From an optimization exercise on the open Yosys and OpenROAD flow, aimed at small area; shortcuts taken in it are not production practice. RTL that was checked went through simulation tests only; none was proved equivalent to the original. The flow treats the clock pin as an ideal source. Dropping or thinning the clock tree relies on that and would not hold on a real chip. Power is estimated from default activity; no workload was simulated.

== run a ==
## psram_controller
module psram_controller #(
    parameter PSRAM_FRE  = 200_000_000,
    parameter LATENCY    = 5,
    parameter BIT_WIDTH  = 16,
    parameter BURST_LEN  = 32,
    parameter WARP_MODE  = "Wrap",
    parameter RW_METHOD  = "Linear"
) (
    input                               ram_clk,
    input                               ram_rst,
    input                               ram_en,
    input                               rw_ctrl,
    input   [31:0]                      addr_in,
    input   [BIT_WIDTH * 2 - 1 : 0]     ram_data_in,
    output                              init_cable_complete,
    output                              ctrl_idle,
    output  reg                         psram_clk,
    output                              psram_ce,
    output                              dq_en,
    output      [BIT_WIDTH - 1 : 0]     dq_out_hi,
    output      [BIT_WIDTH - 1 : 0]     dq_out_lo,
    input       [BIT_WIDTH - 1 : 0]     dq_in_hi,
    input       [BIT_WIDTH - 1 : 0]     dq_in_lo,
    output                              dm_en,
    output      [1 : 0]                 dm_out_hi,
    output      [1 : 0]                 dm_out_lo,
    input       [1 : 0]                 dm_in_hi,
    input       [1 : 0]                 dm_in_lo,
    output  reg [BIT_WIDTH * 2 - 1 : 0] ram_data_out,
    output  reg                         ram_rd_valid,
    output                              ram_wr_valid
);
Settings: LEC_CHECK=0, CAP_MARGIN=20, CORE_MARGIN=2, CORE_UTILIZATION=70, PLACE_DENSITY=0.8, SLEW_MARGIN=20; clock period 5.0 ns.
standard.sh (not shown) runs the stock make flow with config.mk's settings and CLKGATE_MAP_FILE= SYNTH_SCRIPT=/design/flow/synth_recipe.tcl, a recipe that flattens the netlist after the stock synthesis.
==> flow/flow/run.sh <==
#!/bin/bash
# Standard ORFS layout, with the I/O port buffers made from buf_1 cells, a
# clock tree built from clkbuf_8 cells without dummy loads, and non-critical
# gates downsized after global routing.
set -euo pipefail
bash standard.sh \
  "BUFFER_PORTS_ARGS=-buffer_cell sky130_fd_sc_hd__buf_1" \
  "CTS_ARGS=-sink_clustering_enable -repair_clock_nets -dont_use_dummy_load -buf_list sky130_fd_sc_hd__clkbuf_8" \
  "RECOVER_POWER=100" \
  finish > make_finish.log 2>&1
In run a the implementation completed, yet the final layout does not meet the checks, the culprit being capacitance limit, slew limit.
> inputs changed (run a -> run b)
- changing CORE_UTILIZATION from 70 to 40
- changing PLACE_DENSITY from 0.8 to 0.6
[summary]
Comparing run a and run b, the higher largest stage delay on the critical path was measured on run b.
Reported for run a and run b, maximum level of the CTS H-tree turned out identical to the last digit.
Status run b: flow complete, layout not clean - capacitance limit, slew limit
Ran to the end and failed final checks on capacitance limit, slew limit: run a.
Run b -> run a: maximum number of pins on one net before global-route repair delta 0, exact match
No functional check of the RTL was part of any run of this note.

* * *

## quartz
psram_controller, a different RTL version from the one above (not shown whole).
Size in the first run: ~290 cells after synthesis, about 86 flip-flops, about 180 I/O pins, roughly 3200 um2 of cells after synthesis.
==> flow/design.v (excerpt) <==
module psram_controller #(
    parameter PSRAM_FRE  = 200_000_000,
    parameter LATENCY    = 5,
    parameter BIT_WIDTH  = 16,
    parameter BURST_LEN  = 32,
    parameter WARP_MODE  = "Wrap",
    parameter RW_METHOD  = "Linear"
) (
    input                               ram_clk,
    input                               ram_rst,
    input                               ram_en,
    input                               rw_ctrl,
    input   [31:0]                      addr_in,
    input   [BIT_WIDTH * 2 - 1 : 0]     ram_data_in,
    output                              init_cable_complete,
    output                              ctrl_idle,
    output  reg                         psram_clk,
    output                              psram_ce,
    output                              dq_en,
    output      [BIT_WIDTH - 1 : 0]     dq_out_hi,
    output      [BIT_WIDTH - 1 : 0]     dq_out_lo,
    input       [BIT_WIDTH - 1 : 0]     dq_in_hi,
    input       [BIT_WIDTH - 1 : 0]     dq_in_lo,
    output                              dm_en,
    output      [1 : 0]                 dm_out_hi,
    output      [1 : 0]                 dm_out_lo,
    input       [1 : 0]                 dm_in_hi,
    input       [1 : 0]                 dm_in_lo,
    output  reg [BIT_WIDTH * 2 - 1 : 0] ram_data_out,
    output  reg                         ram_rd_valid,
    output                              ram_wr_valid
);
Settings: LEC_CHECK=0, CAP_MARGIN=20, CORE_MARGIN=2, CORE_UTILIZATION=40, PLACE_DENSITY=0.6, SLEW_MARGIN=20; clock period 5.0 ns.
==> flow/flow/run.sh <==
#!/bin/bash
# Layout flow: the standard ORFS flow (standard.sh), run from a copy of
# the ORFS scripts folder with two files changed:
#  - abc_area.script (from flow/abc_area.script): ABC maps the logic for
#    area only, with no timing-driven buffering or upsizing;
#  - cts.tcl: instead of TritonCTS, flow/clock_tree.tcl builds a two-level
#    clock tree (one root buffer, leaf buffers each driving a group of
#    nearby registers); the rest of the CTS step (legalisation, timing
#    repair) is unchanged.
# The I/O port buffers are buf_1 cells. Each make run writes its full output
# to a log file in this folder; the tools' own logs are under orfs/logs/.
set -euo pipefail
here=$(pwd)
s="$here/orfs_scripts"
rm -rf "$s"
cp -r "$FLOW_HOME/scripts" "$s"
cp "$here/flow/abc_area.script" "$s/abc_area.script"
cp "$here/flow/clock_tree.tcl" "$s/my_clock_tree.tcl"
sed -i 's|^log_cmd clock_tree_synthesis .*$|source $::env(SCRIPTS_DIR)/my_clock_tree.tcl|' "$s/cts.tcl"
grep -q '^source $::env(SCRIPTS_DIR)/my_clock_tree.tcl$' "$s/cts.tcl"
bash standard.sh "SCRIPTS_DIR=$s" ABC_AREA=1 synth > make_synth.log 2>&1
bash standard.sh "SCRIPTS_DIR=$s" \
  "BUFFER_PORTS_ARGS=-buffer_cell sky130_fd_sc_hd__buf_1" SKIP_REPAIR_TIE_FANOUT=1 \
  finish > make_finish.log 2>&1
==> flow/flow/abc_area.script <==
strash
dc2
dc2
dc2
dch -f
if -K 4 -a
mfs2 -a
strash
dch -f
amap
topo
==> flow/flow/clock_tree.tcl <==
# A two-level clock tree: the registers are split into groups by position
# (k-means on their locations), each group driven by one leaf buffer at its
# centre, and the leaf buffers driven by one root buffer at their centre.
proc my_new_buf { block master name x y } {
  set b [odb::dbInst_create $block $master $name]
  $b setLocation [expr {int($x)}] [expr {int($y)}]
  $b setPlacementStatus PLACED
  return $b
}
proc my_clock_tree { root_cell leaf_cell k } {
  set block [ord::get_db_block]
  set clk [$block findNet ram_clk]
  set db [ord::get_db]
  set sinks {}
  foreach it [$clk getITerms] {
    set inst [$it getInst]
    set b [$inst getBBox]
    lappend sinks [list $it [expr {([$b xMin] + [$b xMax]) / 2.0}] [expr {([$b yMin] + [$b yMax]) / 2.0}]]
  }
  set n [llength $sinks]
  # k-means, seeded with evenly spaced sinks sorted by x
  set sorted [lsort -real -index 1 $sinks]
  set cents {}
  for {set i 0} {$i < $k} {incr i} {
    set s [lindex $sorted [expr {int(($i + 0.5) * $n / $k)}]]
    lappend cents [list [lindex $s 1] [lindex $s 2]]
  }
  for {set iter 0} {$iter < 50} {incr iter} {
    set assign {}
    foreach s $sinks {
      set best 0; set bd 1e30
      for {set i 0} {$i < $k} {incr i} {
        set c [lindex $cents $i]
        set d [expr {abs([lindex $s 1] - [lindex $c 0]) + abs([lindex $s 2] - [lindex $c 1])}]
        if {$d < $bd} { set bd $d; set best $i }
      }
      lappend assign $best
    }
    set new {}
    for {set i 0} {$i < $k} {incr i} {
      set sx 0; set sy 0; set m 0
      foreach s $sinks a $assign { if {$a == $i} { set sx [expr {$sx + [lindex $s 1]}]; set sy [expr {$sy + [lindex $s 2]}]; incr m } }
      if {$m == 0} { lappend new [lindex $cents $i] } else { lappend new [list [expr {$sx / $m}] [expr {$sy / $m}]] }
    }
    set cents $new
  }
  $clk setSigType CLOCK
  if {$root_cell eq "none"} {
    set root_net $clk
  } else {
    set root_net [odb::dbNet_create $block clknet_root]
    $root_net setSigType CLOCK
  }
  set rx 0; set ry 0
  foreach c $cents { set rx [expr {$rx + [lindex $c 0] / $k}]; set ry [expr {$ry + [lindex $c 1] / $k}] }
  if {$root_cell ne "none"} {
    set root [my_new_buf $block [$db findMaster $root_cell] clkbuf_root $rx $ry]
  }
  for {set i 0} {$i < $k} {incr i} {
    set c [lindex $cents $i]
    set m 0
    foreach a $assign { if {$a == $i} { incr m } }
    set cell $leaf_cell
    if {[info exists ::my_small_leaf] && $m <= [lindex $::my_small_leaf 1]} { set cell [lindex $::my_small_leaf 0] }
    set leaf [my_new_buf $block [$db findMaster $cell] clkbuf_leaf_$i [lindex $c 0] [lindex $c 1]]
    puts "leaf $i: $cell, $m sinks"
    set net [odb::dbNet_create $block clknet_leaf_$i]
    $net setSigType CLOCK
    foreach s $sinks a $assign {
      if {$a == $i} { set it [lindex $s 0]; $it disconnect; $it connect $net }
    }
    [$leaf findITerm A] connect $root_net
    [$leaf findITerm X] connect $net
  }
  if {$root_cell ne "none"} {
    [$root findITerm A] connect $clk
    [$root findITerm X] connect $root_net
  }
  global_connect
  puts "clock tree: $root_cell root, $k $leaf_cell leaves, $n sinks"
}
my_clock_tree sky130_fd_sc_hd__clkbuf_4 sky130_fd_sc_hd__clkbuf_8 5
Relative to quartz, the following input files were edited for fjord:
==> flow/flow/abc_area.script <==
strash
dc2
dc2
dc2
dch -f
amap -m -F 10 -A 10
topo
fjord against quartz: power density of the placed cells decreased by about 0.9% relative to the old numbers; synthesized cell count moved down; register fraction of the total cell area saw a decrease.
For maple, these inputs were changed with respect to fjord:
--- a/flow/flow/abc_area.script
+++ b/flow/flow/abc_area.script
@@ -5,0 +6,4 @@
+if -K 4 -a
+mfs2 -a
+strash
+dch -f
--- a/flow/flow/clock_tree.tcl
+++ b/flow/flow/clock_tree.tcl
@@ -29 +29,5 @@
-    set assign {}
+    # assign sinks to the nearest centre with room left (at most
+    # ceil(n / k) sinks per centre), closest pairs first
+    set cap [expr {($n + $k - 1) / $k}]
+    set pairs {}
+    set j 0
@@ -31 +34,0 @@
-      set best 0; set bd 1e30
@@ -34,2 +37 @@
-        set d [expr {abs([lindex $s 1] - [lindex $c 0]) + abs([lindex $s 2] - [lindex $c 1])}]
-        if {$d < $bd} { set bd $d; set best $i }
+        lappend pairs [list [expr {abs([lindex $s 1] - [lindex $c 0]) + abs([lindex $s 2] - [lindex $c 1])}] $j $i]
@@ -37 +39,9 @@
-      lappend assign $best
+      incr j
+    }
+    set assign [lrepeat $n -1]
+    set load [lrepeat $k 0]
+    foreach p [lsort -real -index 0 $pairs] {
+      lassign $p d j i
+      if {[lindex $assign $j] >= 0 || [lindex $load $i] >= $cap} continue
+      lset assign $j $i
+      lset load $i [expr {[lindex $load $i] + 1}]
@@ -82 +92,2 @@
-my_clock_tree sky130_fd_sc_hd__clkbuf_4 sky130_fd_sc_hd__clkbuf_8 5
+
+my_clock_tree sky130_fd_sc_hd__clkbuf_4 sky130_fd_sc_hd__clkbuf_8 6
--- outcome ---
- maple finished every stage and its layout cleared the timing, design-rule and antenna checks.
- Worst hold-check slack in maple vs fjord: down 0.0030 ns
- | critical-path maximum fanout | lower: maple |
- Against fjord, worst-case setup slack after placement in maple came out worse.
- Global-route usage: fjord and maple compared, higher one is maple
- maple ended up with ram_wr_valid as its capture point of the critical path; fjord ended up with dq_out_hi[7].
- On height of the chip, fjord and maple are basically level.
Changes in juniper relative to maple:
--- a/flow/flow/run.sh
+++ b/flow/flow/run.sh
@@ -3 +3 @@
-# the ORFS scripts folder with two files changed:
+# the ORFS scripts folder with three files changed:
@@ -6,6 +6,3 @@
-#  - cts.tcl: instead of TritonCTS, flow/clock_tree.tcl builds a two-level
-#    clock tree (one root buffer, leaf buffers each driving a group of
-#    nearby registers); the rest of the CTS step (legalisation, timing
-#    repair) is unchanged.
-# The I/O port buffers are buf_1 cells. Each make run writes its full output
-# to a log file in this folder; the tools' own logs are under orfs/logs/.
+#  - global_place.tcl: after the port buffers are added, the reset port's
+#    buffer is made a buf_4 (flow/reset_buffer.tcl) so that it drives the
+#    registers' reset pins without a buffer tree;
@@ -20,0 +18,3 @@
+cp "$here/flow/reset_buffer.tcl" "$s/my_reset_buffer.tcl"
+sed -i 's|^\( *\)buffer_ports {\*}\[env_var_or_empty BUFFER_PORTS_ARGS\]$|&\n\1source $::env(SCRIPTS_DIR)/my_reset_buffer.tcl|' "$s/global_place.tcl"
+grep -q 'source $::env(SCRIPTS_DIR)/my_reset_buffer.tcl$' "$s/global_place.tcl"
@@ -23 +23 @@
-  "BUFFER_PORTS_ARGS=-buffer_cell sky130_fd_sc_hd__buf_1" SKIP_REPAIR_TIE_FANOUT=1 \
+  "BUFFER_PORTS_ARGS=-buffer_cell sky130_fd_sc_hd__buf_1" SKIP_REPAIR_TIE_FANOUT=1 REMOVE_ABC_BUFFERS=1 \
--- a/flow/flow/abc_area.script
+++ b/flow/flow/abc_area.script
@@ -1,0 +2,2 @@
+dc2
+dc2
@@ -9,0 +12,4 @@
+if -K 4 -a
+mfs2 -a
+strash
+dch
--- a/flow/flow/clock_tree.tcl
+++ b/flow/flow/clock_tree.tcl
@@ -93 +93 @@
-my_clock_tree sky130_fd_sc_hd__clkbuf_4 sky130_fd_sc_hd__clkbuf_8 6
+my_clock_tree sky130_fd_sc_hd__clkbuf_2 sky130_fd_sc_hd__clkbuf_8 5
==> flow/flow/reset_buffer.tcl (new file) <==
# The input buffer of the reset port drives every register's reset pin:
# make it a buf_4 so that it can drive them without a buffer tree.
set my_rst_net [[[ord::get_db_block] findBTerm ram_rst] getNet]
foreach my_it [$my_rst_net getITerms] {
  set my_inst [$my_it getInst]
  set my_cell [[$my_inst getMaster] getName]
  if {[string match "sky130_fd_sc_hd__buf_*" $my_cell]} {
    puts "reset port buffer [$my_inst getName]: $my_cell -> sky130_fd_sc_hd__buf_4"
    replace_cell [$my_inst getName] sky130_fd_sc_hd__buf_4
  }
}
--- a/flow/config.mk
+++ b/flow/config.mk
@@ -8 +8 @@
-export CAP_MARGIN = 20
+export CAP_MARGIN = 0
@@ -10,0 +11 @@
+export GPL_TIMING_DRIVEN = 0
@@ -12 +13 @@
-export SLEW_MARGIN = 20
+export SLEW_MARGIN = 0
==> summary.txt <==
- In the tables for maple and juniper, setup slack reads lower with juniper.
- Worst hold slack in juniper is 0.011 ns above maple.
- maple -> juniper: sequential cell count delta 0, exact match
- As of juniper, layout inverter count without the clock tree had risen by more than a quarter compared to maple.
- Against maple, juniper reports a final non-filler cell area that is lower.
- juniper vs maple, first element of the critical path: st[3] vs st[0]
--- input diff juniper..raven ---
--- a/flow/flow/run.sh
+++ b/flow/flow/run.sh
@@ -8,0 +9,6 @@
+#  - cts.tcl: instead of TritonCTS, flow/clock_tree.tcl builds a two-level
+#    clock tree (one root buffer, leaf buffers each driving a group of
+#    nearby registers); the rest of the CTS step (legalisation, timing
+#    repair) is unchanged.
+# The I/O port buffers are buf_1 cells. Each make run writes its full output
+# to a log file in this folder; the tools' own logs are under orfs/logs/.
@@ -23 +29 @@
-  "BUFFER_PORTS_ARGS=-buffer_cell sky130_fd_sc_hd__buf_1" SKIP_REPAIR_TIE_FANOUT=1 REMOVE_ABC_BUFFERS=1 \
+  "BUFFER_PORTS_ARGS=-buffer_cell sky130_fd_sc_hd__buf_1" SKIP_REPAIR_TIE_FANOUT=1 \
==> flow/flow/abc_area.script <==
strash
dc2
dc2
dc2
dch -f
if -K 4 -a
mfs2 -a
strash
dch -f
amap -m -F 10 -A 10
topo
--- a/flow/flow/clock_tree.tcl
+++ b/flow/flow/clock_tree.tcl
@@ -93 +93 @@
-my_clock_tree sky130_fd_sc_hd__clkbuf_2 sky130_fd_sc_hd__clkbuf_8 5
+my_clock_tree sky130_fd_sc_hd__clkbuf_4 sky130_fd_sc_hd__clkbuf_8 6
==> flow/flow/reset_buffer.tcl <==
# The input buffer of the reset port drives every register's reset pin:
# make it a buf_4 so that it can drive them without a buffer tree.
foreach pin [get_pins -of_objects [get_nets -of_objects [get_ports ram_rst]]] {
  set inst [get_cells -of_objects $pin]
  set cell [get_property $inst ref_name]
  if {[string match "sky130_fd_sc_hd__buf_*" $cell]} {
    puts "reset port buffer [get_full_name $inst]: $cell -> sky130_fd_sc_hd__buf_4"
    replace_cell $inst sky130_fd_sc_hd__buf_4
  }
}
--- a/flow/config.mk
+++ b/flow/config.mk
@@ -8 +8 @@
-export CAP_MARGIN = 0
+export CAP_MARGIN = 20
@@ -11 +10,0 @@
-export GPL_TIMING_DRIVEN = 0
@@ -13 +12 @@
-export SLEW_MARGIN = 0
+export SLEW_MARGIN = 20
==> comparison <==
No stage failed in juniper, and the final checks on the layout all came back clean. Status(raven) = ERROR, stage = 3_3_place_gp. raven against juniper: register bit count reported by yosys shows no meaningful change, initial cell density of the core shows no meaningful change, number of distinct library cells after synthesis shows an increase of about 19%, average cell area after synthesis shows an increase of about 1.6%. Compared with juniper, in raven gate count after technology mapping -3; sequential fraction of the synthesis area lower. Netlist area before placement, juniper and raven: smaller value in juniper.
In quartz, fjord, maple and juniper the design's own scripts or RTL, not TritonCTS, make the clock network.

## separate check: timing with driven ports
The flow's constraints put no driver on any port. The routed layouts listed below were extracted and timed again, unchanged, in two steps. Step 1 assumes that a clkbuf_16 drives the clock port and a buf_2 every other input. Step 2, shift: input delay + t, output delay - t, t = (earliest + latest rising clock arrival at the registers) / 2. This alone moves slack from input paths to output paths. Three values: ideal, step 1, step 2; two values: the first two.
run	t, ns	setup slack, ns	worst hold slack (ns)	latest minus earliest clock arrival (ns)	cell pins on the clock port's net
run a	0.369	0.935 / 0.905 / 1.036	0.385 / 0.385 / 0.385	0.029 / 0.030	1
run b	0.362	1.120 / 1.091 / 1.453	0.393 / 0.393 / 0.393	0.022 / 0.022	1
quartz	0.417	1.160 / 1.160 / 1.160	0.376 / 0.376 / 0.376	0.033 / 0.033	1
fjord	0.419	0.690 / 0.662 / 1.082	0.380 / 0.380 / 0.380	0.037 / 0.037	1
maple	0.435	0.821 / 0.794 / 1.026	0.377 / 0.377 / 0.377	0.010 / 0.010	1
juniper	0.495	0.393 / 0.367 / 0.708	0.388 / 0.388 / 0.388	0.006 / 0.006	1
